This is an optimization exercise on Yosys and OpenROAD, whose aim is small area, not a production implementation.
Only simulation tests tie the RTL to the original design; equivalence was not proved.
No driver is modelled on the clock port, so clock power and skew are understated where the tree is cut down; a real chip needs a root buffer or a tree.
Power figures rest on the tool's default switching activity, not on a simulated workload.

<file path="flow/config.mk">
export PLATFORM = sky130hd
export DESIGN_NAME = fir2n
export DESIGN_NICKNAME = fir2n
export VERILOG_FILES = /design/flow/design.v
export SDC_FILE = /design/flow/constraint.sdc
export NUM_CORES = 4
export LEC_CHECK = 0
export CAP_MARGIN = 20
export CORE_MARGIN = 2
export CORE_UTILIZATION = 70
export SLEW_MARGIN = 20
</file>
<file path="flow/constraint.sdc">
create_clock -name core_clock -period 4.5 [get_ports {clk}]
set_input_delay 0.9000 -clock core_clock [delete_from_list [all_inputs] [get_ports {clk}]]
set_output_delay 0.9000 -clock core_clock [all_outputs]
set_load 0.01 [all_outputs]
</file>
<file path="flow/design.v">
`timescale 1ns / 1ps
module fir2n #(parameter WIDTH_DATA = 8, parameter N_TAPS = 16, parameter LOG2_N_TAPS = 4, parameter WIDTH_COEF0 = 8, parameter WIDTH_MAC_OUT = 8)(
    input clk, rst,
    input [WIDTH_DATA-1:0] din,
    output reg [WIDTH_MAC_OUT-1:0] dout
    );
    reg [4:0] cnt;           
    reg       flush;         
    wire [3:0] ph = cnt[3:0];
    always @(posedge clk) begin
        if (rst) begin
            cnt <= 5'd0;
            flush <= 1'b1;
        end else begin
            cnt <= cnt + 5'd1;
            if (cnt == 5'd31) flush <= 1'b0;
        end
    end
    reg [7:0] e1;
    reg [7:0] l1 [0:15];
    reg [7:0] l1n16;         
    reg [7:0] l2 [0:14];
    integer i;
    always @(posedge clk) begin
        l2[0] <= (flush | ph == 4'd13) ? l1[15] : l2[14];
        l2[1] <= (ph == 4'd15) ? din : l2[0];
        for (i = 2; i < 15; i = i + 1) l2[i] <= l2[i-1];
        if (ph == 4'd13) e1 <= l2[14];
        l1[0] <= ~({8{flush}} | l1n16);
        for (i = 1; i < 16; i = i + 1) l1[i] <= l1[i-1];
        l1n16 <= ~((ph == 4'd13) ? e1 : l1[15]);
    end
    reg [7:0] a, nb;
    wire first = (ph == 4'd15);
    wire [7:0] a0 = first ? 8'd0 : a;
    wire [7:0] s1 = a0 ^ l1[0] ^ l2[0];
    wire [7:0] c1 = (a0 & l1[0]) | (a0 & l2[0]) | (l1[0] & l2[0]);
    wire [7:0] sa, ca;
    wire [7:0] x2 = {c1[6:0], 1'b0};
    assign sa = s1 ^ x2 ^ {ca[6:0], 1'b0};
    assign ca = (s1 & x2) | (s1 & {ca[6:0], 1'b0}) | (x2 & {ca[6:0], 1'b0});
    wire [7:0] sb, cb;
    assign sb = nb ^ a ^ {cb[6:0], 1'b0};
    assign cb = (nb & a) | (nb & {cb[6:0], 1'b0}) | (a & {cb[6:0], 1'b0});
    always @(posedge clk) begin
        a <= sa;
        nb <= first ? 8'hff : sb;
    end
    wire [7:0] y = {a[3:0] + ~nb[7:4], ~nb[3:0]};
    wire clr = rst | (first & flush);
    always @(posedge clk) begin
        if (clr)
            dout <= 8'd0;
        else if (first)
            dout <= y;
    end
endmodule
</file>
<file path="flow/flow/run.sh">
#!/bin/bash
# Standard layout, with small port buffers, no CTS dummy loads, a clock tree
# of one root buffer and leaf buffers, and power (size) recovery.
bash standard.sh BUFFER_PORTS_ARGS="-buffer_cell sky130_fd_sc_hd__buf_1" RECOVER_POWER=100 \
  CTS_ARGS="-sink_clustering_enable -repair_clock_nets -dont_use_dummy_load -buf_list sky130_fd_sc_hd__clkbuf_8 -sink_clustering_size 23 -sink_clustering_max_diameter 45" \
  POST_CTS_TCL="$PWD/flow/post_cts.tcl" \
  finish > standard.log 2>&1
</file>
<file path="flow/flow/post_cts.tcl">
# Collapse the intermediate levels of the clock tree: every clock buffer
# whose output drives only other clock buffers is removed and its loads
# are moved to its input net.
set block [ord::get_db_block]
set changed 1
while {$changed} {
  set changed 0
  foreach inst [$block getInsts] {
    set master [[$inst getMaster] getName]
    if {![string match "sky130_fd_sc_hd__clkbuf_*" $master]} { continue }
    set a [$inst findITerm A]
    set x [$inst findITerm X]
    if {$a == "NULL" || $x == "NULL"} { continue }
    set in [$a getNet]
    set out [$x getNet]
    if {$in == "NULL" || $out == "NULL"} { continue }
    # the input must come from another buffer, not from the clock port
    if {[llength [$in getBTerms]] > 0} { continue }
    set only_bufs 1
    set loads {}
    foreach it [$out getITerms] {
      if {[$it getInst] == $inst} { continue }
      set m [[[$it getInst] getMaster] getName]
      if {![string match "sky130_fd_sc_hd__clkbuf_*" $m]} { set only_bufs 0; break }
      lappend loads $it
    }
    if {!$only_bufs || [llength $loads] == 0} { continue }
    puts "collapse clock buffer [$inst getName] ([llength $loads] loads)"
    foreach it $loads {
      $it disconnect
      $it connect $in
    }
    $a disconnect
    $x disconnect
    odb::dbInst_destroy $inst
    odb::dbNet_destroy $out
    set changed 1
    break
  }
}

# Downsize the root buffer, which drives only leaf buffers, and leaf
# buffers with few sinks.
set small [[ord::get_db] findMaster sky130_fd_sc_hd__clkbuf_4]
foreach inst [$block getInsts] {
  if {![string match "sky130_fd_sc_hd__clkbuf_*" [[$inst getMaster] getName]]} { continue }
  set out [[$inst findITerm X] getNet]
  if {$out == "NULL"} { continue }
  set n 0
  set bufs 0
  foreach it [$out getITerms] {
    if {[$it getInst] == $inst} { continue }
    incr n
    if {[string match "sky130_fd_sc_hd__clkbuf_*" [[[$it getInst] getMaster] getName]]} { incr bufs }
  }
  if {($bufs == $n && $n <= 16) || $n <= 13} {
    puts "downsize clock buffer [$inst getName] ($n loads)"
    $inst swapMaster $small
  }
}
estimate_parasitics -placement
report_clock_skew
</file>
<file path="flow/standard.sh">
#!/bin/bash
# synth_recipe.tcl (not shown) runs the flow's synth.tcl, then flattens the netlist and writes it again
# the make line also repeats each setting of config.mk as NAME=value (left out here)
make -C /OpenROAD-flow-scripts/flow DESIGN_CONFIG=/design/flow/config.mk WORK_HOME=/design/flow/orfs CLKGATE_MAP_FILE= SYNTH_SCRIPT=/design/flow/synth_recipe.tcl "${@:-finish}"
</file>
==> out/results.ini, run 1 <==
[pwr]
finalPower_mw = 3.956
irDropWorstVdd_v = 0.0004050
clockPowerShare_pct = 24.0
p_leak_nw = 3.030
share_comb_of_total_power_pct = 7.0
p_switching_mw = 0.8411
power.density_nw_per_um2 = 520.6
p_sw_share_pct = 21.26
intPower_mw = 3.115
p_seq_share_pct = 69.0

[logic_synthesis]
ys_seq_area_share_pct = 82.63
synthTopCellsByArea = dfxtp_1 (79%), fa_1 (5.3%), edfxtp_1 (3.3%)
yosysMostFrequentCell = dfxtp_1
netlist_top_cells_count = dfxtp_1 (286), nand2_1 (33), fa_1 (19), nor2_1 (12), a21oi_1 (9)
synthFlopType = dfxtp_1
syn_nets = 485
synth.distinct_cells = 26
yosysTopAreaCell = dfxtp_1
synth.avg_cell_area_um2 = 16.11
synth.top_cell.area_share_pct = 79.31
syn_area_um2 = 7219
ys_async_sr_fraction_pct = 0
yosysWarnings = 3
syn_inst = 448
synth-edff-count = 8
ys_seq_elements = 294

[run_status]
run_status = complete, no violations

[critical_path]
reg2reg_to = a[7]
r2r_setup_slack_ps = 300
path_class = register to register
crit_top_cell = fa_1
r2r_cells = 13
crit_path_end = a[7]
reg2reg_from = cnt[0]
path_buf_inv = 0
crit_path_top_delay_cell = fa_1
critPathArrivalTime_ps = 4730
path_cells = ha_1 > nand3_4 > and2_0 > fa_1 > ha_1 > fa_1 > fa_1 > fa_1 > fa_1 > fa_1 > xor2_1 > xnor2_1 > xnor2_1
path_max_fanout = 13
critPathLaunch = cnt[0]
end_kind = register
cp_data_required_time_ps = 5030
critPathTopFamily = adder cells
path_depth = 13
startpoint_type = register
max_stage_delay_ps = 430

[die]
die_y_um = 105.6
die_area_um2 = 11140
initial_core_util_pct = 70.88
core_area_um2 = 10180
die_w_um = 105.6
io_pins = 18
rows = 37

[drt]
remaining_drc_errors = 0
wl_um = 8715
first_pass_iters = 4
vias = 2854
wl_per_cell_um = 14.26
vias_per_cell = 4.671
antenna_left = 0
drt_iter0_drc = 120

[min_path]
hold_path_depth = 0
holdCritPathClass = register to register

[cts]
clk_pin_slew_ps = 120
cts_sinks = 294
clk_latency_ps = 620

[finish]
syn2layout_area_growth_pct = 5.251
nets = 514
drive_above_1_share_pct = 5.263
antenna_cells = 0
fill_cells = 653

[timing]
fmax_mhz = 238.3
fin_setup_tns_ps = 0
slew_viol_final = 0
finClkSkew_ps = 42.54
setup_viol = 0
fin_crit_ps = 4197
fin_crit_sh_pct = 93.26
hold_viol_final = 0
worst_pin_slew_ps = 1266
rsz0062_at_grt = no
hold_slack_ps = 316.9
max-slew-margin-rel_pct = 15.60

[placement]
numPortBuffers = 17
gp_congestion = 0.7649
dp_hpwl_um = 5542

[job]
maxCapViolCount = 0

[global_routing]
grt_max_degree = 27
grt_first_pass_wirelength_um = 14370
gr-usage-all-layers_pct = 17.88
grt_remaining_overflow = 0
grt_pass1_vias = 2828
grt_antenna_before_repair = 0

[state kept, by name (all words and copies together), names as in the netlist]
signal and flops:
dout 8, l1 128, cnt 5, l1n16 8
a 8, l2 120, nb 8, e1 8
flush 1
[stage by stage]
stage	utilization (%)	instance area, um2	cells	setup WS [ps]
floorplan	-	7219	448	359.4
global placement	72.78	7412	594	345.6
detailed placement	72.78	7412	594	228.6
global route	74.61	7599	611	69.49
finish	74.61	7599	611	303.4
[layout make-up]
type	count	area (um2)	share of cell area [%]
tap	136	170.2	2.239
inverter	6	22.52	0.2964
multi-input combinational	139	1166	15.35
sequential	294	5966	78.51
clock buffer	17	202.7	2.668
timing repair buffer	19	71.32	0.9386
[worst reg2reg max path: stages (launching register included)]
cell     delay [ps]
dfxtp_1         400
ha_1            250
nand3_4         170
and2_0          220
fa_1            430
ha_1            220
fa_1            380
fa_1            390
fa_1            390
fa_1            390
fa_1            380
xor2_1          170
xnor2_1         190
xnor2_1         140
[how the worst min path moves through the flow]
stage	start	end
global placement	l2[2][1]	l2[3][1]
global route	l1[10][2]	l1[11][2]
detailed placement	l1[11][5]	l1[12][5]
finish	l1[8][2]	l1[9][2]
floorplan	l1[9][0]	l1[10][0]
[cell families (layout without fill, tap and decap cells)]
kind of cell	after synthesis	count (layout)	share of synthesized area, %
buffers and inverters	15	42	1.092
muxes	16	16	2.357
and+or+nand+nor	75	75	5.199
AOI/OAI and AO/OA	11	11	0.8492
DFF	294	294	82.63
xor gates and xnor gates	10	10	1.213
adders and majority gates	27	27	6.655
[power groups by stage]
stage	logic (mW)	registers [mW]	clock network, mW
after detailed placement	0.275	2.79	0
final	0.278	2.73	0.950
after floorplan	0.216	2.77	0
after global placement	0.261	2.79	0
after global routing	0.334	2.74	1.07
[cells in the final DEF, fill, tap and decap left out, types with 7 or more instances in the layout]
master,synthesis,routed
edfxtp_1,8,8
a21oi_1,9,9
ha_1,8,8
fa_1,19,19
mux2i_1,8,8
nand2b_1,8,8
nand2_1,33,33
nor2_1,12,13
dfxtp_1,286,286
clkbuf_8,0,12
mux2_2,8,7
buf_1,0,16
[per-layer routing]
| metal | up-vias | wire length, um | part of all wire (%) | GRT usage (%) |
|---|---|---|---|---|
| met5 | - | 0 | 0 | 0 |
| met4 | 0 | 116 | 1.3 | 6.767 |
| met3 | 12 | 328 | 3.8 | 7.236 |
| met2 | 38 | 3785 | 43 | 24.65 |
| met1 | 1358 | 4484 | 51 | 25.64 |
| li1 | 1446 | - | - | - |
==> run 2, diff against run 1 <==
==> flow/flow/run.sh (replaced) <==
#!/bin/bash
# Standard layout, with small port buffers, no CTS dummy loads, a clock tree
# of one root buffer and leaf buffers, and power (size) recovery.
bash standard.sh BUFFER_PORTS_ARGS="-buffer_cell sky130_fd_sc_hd__buf_1" RECOVER_POWER=100 \
  CTS_ARGS="-sink_clustering_enable -repair_clock_nets -dont_use_dummy_load -buf_list sky130_fd_sc_hd__clkbuf_8 -sink_clustering_size 22 -sink_clustering_max_diameter 60" \
  POST_CTS_TCL="$PWD/flow/post_cts.tcl" \
  finish > standard.log 2>&1
==> run 2 against run 1 <==
Against the previous run: critical path depth unchanged; largest power group unchanged; still clean on timing, DRC and antenna; flip-flop and latch count stayed put; clock power down 2.3%; combinational power about the same; sequential share of layout area up 0.17 points; synthesized area unchanged; worst hold slack gained 3.2 ps; non-clock buffer count did not move; cell area shrank 0.21%.
==> out/results.ini, run 2 <==
[logic_synthesis]
yosysWarnings = 3
synthTopCellsByArea = dfxtp_1 (79%), fa_1 (5.3%), edfxtp_1 (3.3%)
yosysMostFrequentCell = dfxtp_1
ys_seq_elements = 294
synthMuxAreaShare_pct = 2.357
synthXorXnorAreaFrac_pct = 1.213
yosysTopAreaCell = dfxtp_1
synth.distinct_cells = 26
synthFlopType = dfxtp_1
ys_seq_area_share_pct = 82.63
synth_top_family_by_area = adder cells
synth-edff-count = 8
synth-simple-area-share_pct = 5.199
synth.avg_cell_area_um2 = 16.11
ys_async_sr_fraction_pct = 0
syn_area_um2 = 7219
syn_inst = 448
synth.top_cell.area_share_pct = 79.31
syn_nets = 485
synth_fa_ha_area_share_pct = 6.655
netlist_top_cells_count = dfxtp_1 (286), nand2_1 (33), fa_1 (19), nor2_1 (12), a21oi_1 (9)
synth_compound_area_share_pct = 0.8492

[finish]
syn2layout_area_growth_pct = 5.026
largest-register = l1
nets = 512
finalNonFillerCells = 609
final_cell_mix = dfxtp_1 (286), nand2_1 (33), fa_1 (19)
final_util_pct = 74.45
antenna_cells = 0
final_common_cell = dfxtp_1
drive_above_1_share_pct = 4.863
largest_register_ff_count = 128
reg_top3 = l1: 128 flops, l2: 120 flops

[placement]
numPortBuffers = 17
gp_congestion = 0.7649
dp_cells = 594
dp_hpwl_um = 5542

[cts]
cts_sinks = 294
clk_latency_ps = 590
clk_pin_slew_ps = 120

[die]
initial_core_util_pct = 70.88
die_w_um = 105.6
die_area_um2 = 11140
io_pins = 18
core_area_um2 = 10180
rows = 37
die_y_um = 105.6

[min_path]
hold_path_depth = 0
worstHoldStart = l2[1][1]
holdCritPathClass = register to register
whs_endpoint = l2[2][1]

[global_routing]
gr-usage-all-layers_pct = 17.86
grt_remaining_overflow = 0
grt_antenna_before_repair = 0
grt_first_pass_wirelength_um = 14380
grt_max_degree = 27
grt_pass1_vias = 2836

[drt]
vias = 2850
wl_um = 8625
first_pass_iters = 4
remaining_drc_errors = 0
antenna_left = 0
vias_per_cell = 4.680
wl_per_cell_um = 14.16
drt_iter0_drc = 119

[pwr]
p_sw_share_pct = 21.09
intPower_mw = 3.105
power.density_nw_per_um2 = 518.9
p_seq_share_pct = 69.3
share_comb_of_total_power_pct = 7.1
p_leak_nw = 3.024
irDropWorstVdd_v = 0.0003874
p_switching_mw = 0.8298
clockPowerShare_pct = 23.6

[timing]
hold_slack_ps = 320.0
worst_pin_slew_ps = 1244
setup_viol = 0
slew_viol_final = 0
finClkSkew_ps = 22.87
rsz0062_at_grt = no
fin_setup_tns_ps = 0
fmax_mhz = 235.6
fin_crit_sh_pct = 94.31
max-slew-margin-rel_pct = 17.08
hold_viol_final = 0
fin_crit_ps = 4244

[critical_path]
r2r_cells = 13
path_class = register to register
startpoint_type = register
critPathArrivalTime_ps = 4760
cp_data_required_time_ps = 5010
r2r_setup_slack_ps = 260
reg2reg_to = a[7]
end_kind = register
path_max_fanout = 13
reg2reg_from = cnt[0]

[job]
maxCapViolCount = 0

[run_status]
run_status = complete, no violations

-- run 2: layer usage --
metal  share of wire (%)  GRT usage [%]
met5                   0              0
met4                 1.6          6.767
met3                 3.4          7.050
met2                  44          25.07
met1                  51          25.32
-- run 2: power by group through the flow --
stage          Combinational [mW]  Sequential, mW  Clock (mW)
5_1_grt                     0.334            2.74        1.05
2_1_floorplan               0.216            2.77           0
3_3_place_gp                0.261            2.79           0
3_5_place_dp                0.275            2.79           0
6_report                    0.278            2.73       0.928
-- run 2: through the flow --
step                      worst slack (ps)  area [um2]  power [mW]
after floorplan                      359.4        7219       2.989
after global placement               345.6        7412       3.049
after detailed placement             228.6        7412       3.064
after global routing                 5.103        7582       4.128
final                                256.2        7582       3.934
-- run 2: worst max-delay path by stage --
stage,start,end,slack (ps)
final,cnt[0],a[7],260
after global routing,cnt[0],a[7],5
after detailed placement,cnt[0],a[7],230
after global placement,cnt[0],a[7],350
after floorplan,cnt[0],a[7],360
-- run 2: worst max-delay path, cell delays in order, from the launching register on --
cell     delay [ps]
dfxtp_1         390
ha_1            220
nand3_2         230
and2_1          260
fa_1            430
ha_1            220
fa_1            380
fa_1            390
fa_1            390
fa_1            390
fa_1            380
xor2_1          170
xnor2_1         190
xnor2_1         150
-- run 2: cell families (layout without fill, tap and decap cells) --
family	Yosys count	after routing
compound gates	11	11
xor+xnor	10	10
fa+ha+maj	27	27
buf+inv	15	40
flops	294	294
mux	16	16
simple gates	75	75
-- run 2: cell type report --
| type | count | area (um2) |
|---|---|---|
| Inverter | 6 | 22.52 |
| Timing Repair Buffer | 19 | 71.32 |
| Multi-Input combinational cell | 139 | 1159 |
| Sequential cell | 294 | 5966 |
| Tap cell | 136 | 170.2 |
| Clock buffer | 15 | 193.9 |
| Fill cell | 655 | 2603 |

afterwards: timing with drivers on the ports:
No port has a modelled driver above. Below, the same layouts with a new extraction and two added sets of constraints. Step 1: set_driving_cell puts a clkbuf_16 on clk and a buf_2 on each other input, an assumption about the parent block. Step 2 adds t to the input delays and takes it off the output delays; t is the mean of the earliest and latest rising clock arrival at the registers after step 1. Input paths then give back, and output paths get back, about the clock's delay inside the block. Three values: ideal ports, drivers, drivers and shift; two values: the first two.
run	t (ns)	slack for setup (ns)	hold slack, ns	worst register clock-pin slew, ns
run 1	0.629	0.303 / 0.303 / 0.303	0.317 / 0.317 / 0.317	0.12 / 0.12
run 2	0.609	0.256 / 0.256 / 0.256	0.320 / 0.320 / 0.320	0.12 / 0.12
After both steps setup and hold are still met in every run listed.
